Source: an optimization exercise on an open RTL-to-GDS flow (aim: small area). Production flows keep margins and buffers that such runs may drop. The RTL was checked by simulation tests, not by an equivalence proof against the original design.

## run A
// fma_pipeline
module fma_pipeline #(
    parameter FP = 32,
    parameter FPexp = 8,
    parameter FPfrac = 23
    )(
    input   wire                    clk,
    input   wire                    rst_n,
    input   wire                    valid_in,
    input   wire    [FP - 1 : 0]    A_in,
    input   wire    [FP - 1 : 0]    B_in,
    input   wire    [FP - 1 : 0]    C_in,
    output  wire                    valid_out,
    output  wire    [FP - 1 : 0]    F_out
    );
For scale: about 3400 cells after synthesis, about 220 flip-flops, ~130 I/O pins, ~0.027 mm^2 of cells after synthesis.
Settings: LEC_CHECK=0, CAP_MARGIN=20, CORE_MARGIN=2, CORE_UTILIZATION=40, CTS_CLUSTER_DIAMETER=100, CTS_CLUSTER_SIZE=28, SLEW_MARGIN=20, SYNTH_HIERARCHICAL=1; clock period 10.5 ns.
standard.sh (not shown) runs the stock make flow with config.mk's settings and CLKGATE_MAP_FILE= SYNTH_SCRIPT=/design/flow/synth_recipe.tcl, a recipe that flattens the netlist after the stock synthesis.
==> flow/flow/run.sh <==
#!/bin/bash
# Own layout flow: the standard flow, except that
#  - the final technology mapping in synthesis uses an area-oriented ABC script
#    (area.abc) with a delay target, and
#  - the port buffers that placement inserts are sky130_fd_sc_hd__buf_1.
# Everything else (synthesis passes, register names, floorplan, power grid,
# placement, CTS, routing) is the standard flow.
set -uo pipefail
HERE=$(pwd)
FLOWDIR=$HERE/flow
ABC_D=$(cat $FLOWDIR/abc_delay_ps)
sed -e "s/{D}/$ABC_D/g" $FLOWDIR/area.abc > $HERE/area_d.abc

# synthesis script: the standard flow's, with yosys' abc command wrapped to use our script
cat > $HERE/my_synth.tcl <<EOT
proc abc {args} {
  set out {}
  set i 0
  while {\$i < [llength \$args]} {
    set a [lindex \$args \$i]
    if {\$a eq "-script"} {
      incr i
      lappend out -script $HERE/area_d.abc
    } elseif {\$a eq "-D"} {
      incr i
      lappend out -D $ABC_D
    } else {
      lappend out \$a
    }
    incr i
  }
  if {[lsearch -exact \$out -D] < 0} { lappend out -D $ABC_D }
  yosys abc {*}\$out
}
source $HERE/synth_recipe.tcl
EOT

sed -e "s#SYNTH_SCRIPT=[^ ]*#SYNTH_SCRIPT=$HERE/my_synth.tcl#" standard.sh > $HERE/my_standard.sh
bash $HERE/my_standard.sh synth > $HERE/synth.log 2>&1 || { echo "synthesis failed"; tail -20 $HERE/synth.log; exit 1; }
export BUFFER_PORTS_ARGS="-buffer_cell sky130_fd_sc_hd__buf_1"
bash standard.sh > $HERE/layout.log 2>&1 || { echo "layout failed"; tail -20 $HERE/layout.log; exit 1; }
==> flow/flow/abc_delay_ps <==
6000
==> flow/flow/area.abc <==
strash
dch
map -D {D}
topo
buffer -c
upsize -c -D {D}
dnsize -c -D {D}
For run B, these inputs were changed with respect to run A:
==> flow/flow/abc_delay_ps <==
7000
As far as post-layout net count is concerned, run B and run A perform about the same. Sequential cell area share came out exactly the same in run B and run A. Global-route usage over all layers across run B and run A: no real change. Run B -> run A: fmax delta 0, exact match. Diff run B..run A | fraction of the cycle the final worst path needs | unchanged. Re H-tree depth: no difference whatsoever between run A and run B. As far as total grt overflow goes, run B and run A are indistinguishable; the numbers are identical. As far as wire length of the first global-routing pass goes, run B and run A are indistinguishable; the numbers are identical. Run B -> run A: final area delta 0, exact match.
Here is what was changed in the inputs of run C compared with run B.
- PLACE_DENSITY newly set to 0.72
- CORE_UTILIZATION changed from 40 to 60
Run C was carried through to the last stage, and its layout satisfied the timing, design-rule and antenna checks.
[compare] base=run B new=run C: number of non-clock buffers went down 3, setup slack now smaller.
Relative to run C, the following input files were edited for run D:
- clearing PLACE_DENSITY, which used to be 0.72
- swapping 60 for 40 in CORE_UTILIZATION
==> flow/flow/area.abc <==
strash
dc2
balance
rewrite
refactor
balance
rewrite
rewrite -z
balance
refactor -z
rewrite -z
balance
dc2
dch
map -D {D}
topo
buffer -c
upsize -c -D {D}
dnsize -c -D {D}
--- outcome ---
Against run C, the final cell area of run D is higher. On clock skew, run C and run D are neck and neck. A kind of critical path of register to register is what run D shows, while input pin to register belongs to run C. As of run D, total wire length after detailed routing had risen by a little under 10% compared to run C. On complex-gate fraction of the synthesized area, the higher figure sits with run D, not run C. Met3 usage in global routing, run C and run D: smaller value in run D. Effective utilization at floorplan, run C and run D: larger value in run C. The higher number of inverters outside the clock class in the layout of run C and run D is in run C. On run D: adder-cell share of the synthesized area is 0.68 points higher than what run C gave. The sole clean run among run C and run D is run C. Run D: complete, dirty (negative setup slack). On maximum frequency, run D does worse than run C. Run D ended with less sequential cell area share than run C.
Input-level comparison between run E and run D:
==> flow/flow/abc_delay_ps <==
5000
==> flow/flow/area.abc <==
strash
dch
map -D {D}
topo
buffer -c
upsize -c -D {D}
dnsize -c -D {D}
Findings:
Run E vs run D — synthesized-area fraction occupied by ao, oa, aoi and oai cells dropped 0.20 points.
End of the critical path = e1[3]: run E; end of the critical path = acc_f[6]: run D
In the metrics for run D and run E, the one carrying the lower count of distinct cell types in the synthesized netlist is run E.
Run E against run D: summed area of non-filler cells in the final layout lost about 20%, post-synthesis cell area picked up an extra 660 um^2, register-to-register path setup slack picked up an extra 3020 ps, post-CTS setup buffer count lost 122.
The flow did not stop early for run E: all stages ran, and the layout cleared the timing, design-rule and antenna checks.
Run E ended up with A_in[30] as its critical path startpoint; run D ended up with e1[0].

[static timing again, ports no longer ideal]
The results above use ideal ports. As a check the final layouts listed here were re-extracted and re-timed, cells and wires unchanged.
Step 1, drivers: a clkbuf_16 drives clk and a buf_2 each remaining input, both assumed.
Step 2 also shifts input and output timing later by t, the mid clock arrival at the registers, as if the neighbouring blocks saw the same clock.
Slacks: no drivers / after step 1 / after step 2; pairs: no drivers / after step 1.
| run | t (ns) | setup WS [ns] | hold slack, ns | slew at the worst register clock pin (ns) | cell pins on the clock port's net |
|---|---|---|---|---|---|
| run A | 0.539 | 0.824 / 0.849 / 0.310 | 0.319 / 0.319 / 0.319 | 0.11 / 0.11 | 1 |
| run B | 0.539 | 0.824 / 0.849 / 0.310 | 0.319 / 0.319 / 0.319 | 0.11 / 0.11 | 1 |
| run C | 0.528 | 0.634 / 0.650 / 0.122 | 0.325 / 0.325 / 0.325 | 0.11 / 0.11 | 1 |
| run D | 0.559 | -1.999 / -1.999 / -1.999 | 0.331 / 0.331 / 0.331 | 0.11 / 0.11 | 1 |
| run E | 0.539 | 0.824 / 0.849 / 0.310 | 0.319 / 0.319 / 0.319 | 0.11 / 0.11 | 1 |
